This design comes from an exercise in tuning for small area on the open sky130 flow, not from production work. In this exercise RTL edits were held to simulation tests only and were not proved equivalent to the original. Power figures rest on the tool's default switching activity, not on a simulated workload.

==> flow/design.v <==
module game_logic_top(
    input clk,
    input resetn,
    input KEY,
    output sync,
    output w_o,
    output bypass_erase,
    output [7:0] prev_x,
    output [7:0] x,
    output [6:0] y,
    output [3:0] score,
    output [3:0] chances,
    output [1:0] game_status
    );
    localparam PREP  = 3'd0,
               ROW   = 3'd1,
               ROWX  = 3'd3,
               HOLD  = 3'd5,
               JUDGE = 3'd4,
               FAIL  = 3'd2,
               SUCC  = 3'd6,
               DONE  = 3'd7;
    localparam [7:0] FR_START = 8'd9,
                     FR_END   = 8'd10;
    reg [2:0] st;
    reg [7:0] xr;
    reg       dir;
    reg       ov;
    reg [7:0] fr;
    reg [7:0] px;
    reg [3:0] ch;
    reg [3:0] sc;
    wire first   = ch[3] & ch[1];           
    wire tick    = (fr == FR_END);
    wire s_prep  = (st == PREP);
    wire s_fail  = (st == FAIL);
    wire s_succ  = (st == SUCC);
    wire moving  = (st == ROW) | (st == ROWX) | (st == HOLD);
    wire ld_odd  = sc[0] & ~sc[3] & ~(sc[2] & sc[1]);
    wire [3:0] yr = (s_prep & (sc != 4'd0)) ? sc - 4'd1 : sc;
    wire [2:0] yk = (yr > 4'd6) ? 3'd6 : 3'd6 - yr[2:0];
    wire at1     = (xr == 8'd1);
    wire at143   = xr[7] & xr[3] & xr[2] & xr[1] & xr[0];
    wire [8:0] cc;
    wire [7:0] zz;
    wire [7:0] pn = ~px;
    assign cc[0] = 1'b1;
    genvar gi;
    generate
        for (gi = 0; gi < 8; gi = gi + 1) begin : gsub
            assign zz[gi]     = xr[gi] ^ pn[gi] ^ cc[gi];
            assign cc[gi + 1] = (xr[gi] & pn[gi]) | ((xr[gi] ^ pn[gi]) & cc[gi]);
        end
    endgenerate
    wire near = (cc[8] & ~|zz[7:4] & (zz[3:0] <= 4'd10)) |
                (~cc[8] & &zz[7:4] & (zz[3:0] >= 4'd6));
    always @(posedge clk) begin
        if (!resetn) begin
            st  <= PREP;
            xr  <= 8'd0;
            dir <= 1'b1;
            ov  <= 1'b0;
            fr  <= FR_START;
            px  <= 8'd0;
            ch  <= 4'd10;
            sc  <= 4'd0;
        end else begin
            ov <= near;
            fr <= (s_prep | tick) ? FR_START : {fr[6:0], fr[7] ^ fr[2]};
            case (st)
                PREP:  st <= ROW;
                ROW:   st <= (ch == 4'd0) ? DONE : (KEY ? ROW : HOLD);
                ROWX:  st <= KEY ? ROW : HOLD;
                HOLD:  st <= KEY ? (first ? SUCC : JUDGE) : HOLD;
                JUDGE: st <= ov ? SUCC : FAIL;
                FAIL:  st <= (ch == 4'd1) ? ROWX : ROW;
                SUCC:  st <= PREP;
                default: st <= DONE;
            endcase
            if ((s_prep | s_fail) & ~tick) begin
                xr  <= {ld_odd, 2'b00, ld_odd, 4'b0000};
                dir <= ~ld_odd;
            end else if (moving & tick) begin
                xr  <= dir ? xr + 8'd1 : xr - 8'd1;
                dir <= dir ? ~at143 : at1;
            end
            if (s_succ) begin
                px <= xr;
                sc <= sc + 4'd1;
            end
            if ((s_succ | s_fail) & (ch != 4'd0))
                ch <= ch - 4'd1;
        end
    end
    assign sync         = tick;
    assign w_o          = ov;
    assign bypass_erase = s_succ;
    assign prev_x       = px;
    assign x            = xr;
    assign y            = {yk, 4'b1000};
    assign score        = sc;
    assign chances      = ch;
    assign game_status  = ((st == JUDGE) | (st == DONE)) ? 2'b10 : 2'b01;
endmodule
Settings: LEC_CHECK=0, ABC_AREA=1, CAP_MARGIN=20, CORE_AREA=2 2 60 60, DIE_AREA=0 0 62 62, SLEW_MARGIN=20; clock period 10.0 ns.
standard.sh (not shown) runs the stock make flow with config.mk's settings and CLKGATE_MAP_FILE= SYNTH_SCRIPT=/design/flow/synth_recipe.tcl, a recipe that flattens the netlist after the stock synthesis.
==> flow/flow/run.sh <==
#!/bin/bash
# Standard layout, with these changes:
#  - synthesis maps the logic with an area-oriented ABC script and no
#    full/half-adder extraction (registers are mapped exactly as in the
#    standard synthesis);
#  - the port buffers are the smallest buffer cell;
#  - clock tree synthesis adds no dummy loads.
set -o pipefail
here=$(pwd)
export AREA_ABC_SCRIPT=$here/flow/abc.script
bash standard.sh \
  "SYNTH_SCRIPT=$here/flow/synth.tcl" \
  "ADDER_MAP_FILE=" \
  "BUFFER_PORTS_ARGS=-buffer_cell sky130_fd_sc_hd__buf_1" \
  "CTS_ARGS=-repair_clock_nets -dont_use_dummy_load -buf_list sky130_fd_sc_hd__clkbuf_4" \
  finish > standard.log 2>&1
==> flow/flow/abc.script <==
strash
&get -n
&deepsyn -T 120
&put
dch -f
amap
==> flow/flow/synth.tcl <==
# The standard flow's synthesis script (synth_recipe.tcl), except that the ABC step runs
# an area-oriented script (abc.script beside this file) in place of ORFS's.
proc synth {args} { yosys synth -nofsm -noshare {*}$args }
proc abc {args} {
  set i [lsearch -exact $args -script]
  if { $i >= 0 } { lset args [expr { $i + 1 }] $::env(AREA_ABC_SCRIPT) }
  yosys abc {*}$args
}
source $::env(SCRIPTS_DIR)/synth.tcl
# left out here: clear keep_hierarchy, flatten, clean up, hide names made inside functions, write 1_2_yosys.v
==> next run, changes <==
--- a/flow/flow/run.sh
+++ b/flow/flow/run.sh
@@ -14,3 +14,3 @@
   "BUFFER_PORTS_ARGS=-buffer_cell sky130_fd_sc_hd__buf_1" \
-  "CTS_ARGS=-repair_clock_nets -dont_use_dummy_load -buf_list sky130_fd_sc_hd__clkbuf_4" \
+  "CTS_ARGS=-sink_clustering_enable -repair_clock_nets -dont_use_dummy_load -sink_clustering_size 40 -sink_clustering_max_diameter 100 -buf_list sky130_fd_sc_hd__clkbuf_8" \
   finish > standard.log 2>&1
==> flow/flow/abc.script (replaced) <==
strash
&get -n
&deepsyn -T 60
&put
dch -f
amap
=> Sequential power barely changes. Via count rises slightly. Setup slack improves by 0.033 ns. Synthesized area barely changes. Register-to-register slack is about the same. Sequential share of layout area decreases by 0.57 points. Final area came out higher slightly. Final cell count fell slightly. Worst hold slack loses 0.0072 ns. Clock power went up by well over a third.
==> next run, changes <==
--- a/flow/flow/run.sh
+++ b/flow/flow/run.sh
@@ -14,3 +14,3 @@
   "BUFFER_PORTS_ARGS=-buffer_cell sky130_fd_sc_hd__buf_1" \
-  "CTS_ARGS=-sink_clustering_enable -repair_clock_nets -dont_use_dummy_load -sink_clustering_size 40 -sink_clustering_max_diameter 100 -buf_list sky130_fd_sc_hd__clkbuf_8" \
+  "CTS_ARGS=-sink_clustering_enable -repair_clock_nets -dont_use_dummy_load -sink_clustering_size 30 -buf_list sky130_fd_sc_hd__clkbuf_4" \
   finish > standard.log 2>&1
Result: The new run went through all stages and came out clean; power came out lower by a little under a tenth; worst setup slack loses 0.074 ns; via count is lower slightly; final cell count is unchanged; first-iteration DRC count goes up by a quarter to a third; global-route usage barely changes.

[separate check: timing with driven ports]
No port has a modelled driver above. Below, the same layouts with a new extraction and two added sets of constraints.
Step 1: set_driving_cell puts a clkbuf_16 on clk and a buf_2 on each other input, an assumption about the parent block.
Step 2 also shifts input and output timing later by t, the mid clock arrival at the registers, as if the neighbouring blocks saw the same clock.
a / b / c = ideal / step 1 / step 2; a / b = the first two.
| run | t, ns | slack for setup (ns) | worst setup path at the end |
|---|---|---|---|
| the first run | 0.347 | 6.259 / 6.237 / 6.446 | input to register |
| the second run | 0.302 | 6.292 / 6.265 / 6.146 | input to register |
| the third run | 0.350 | 6.218 / 6.194 / 6.147 | input to register |
After both steps every run listed still meets setup and hold. The setup slack of the second run, which loses most, moves by -0.027 ns with the drivers and by -0.146 ns with both steps.
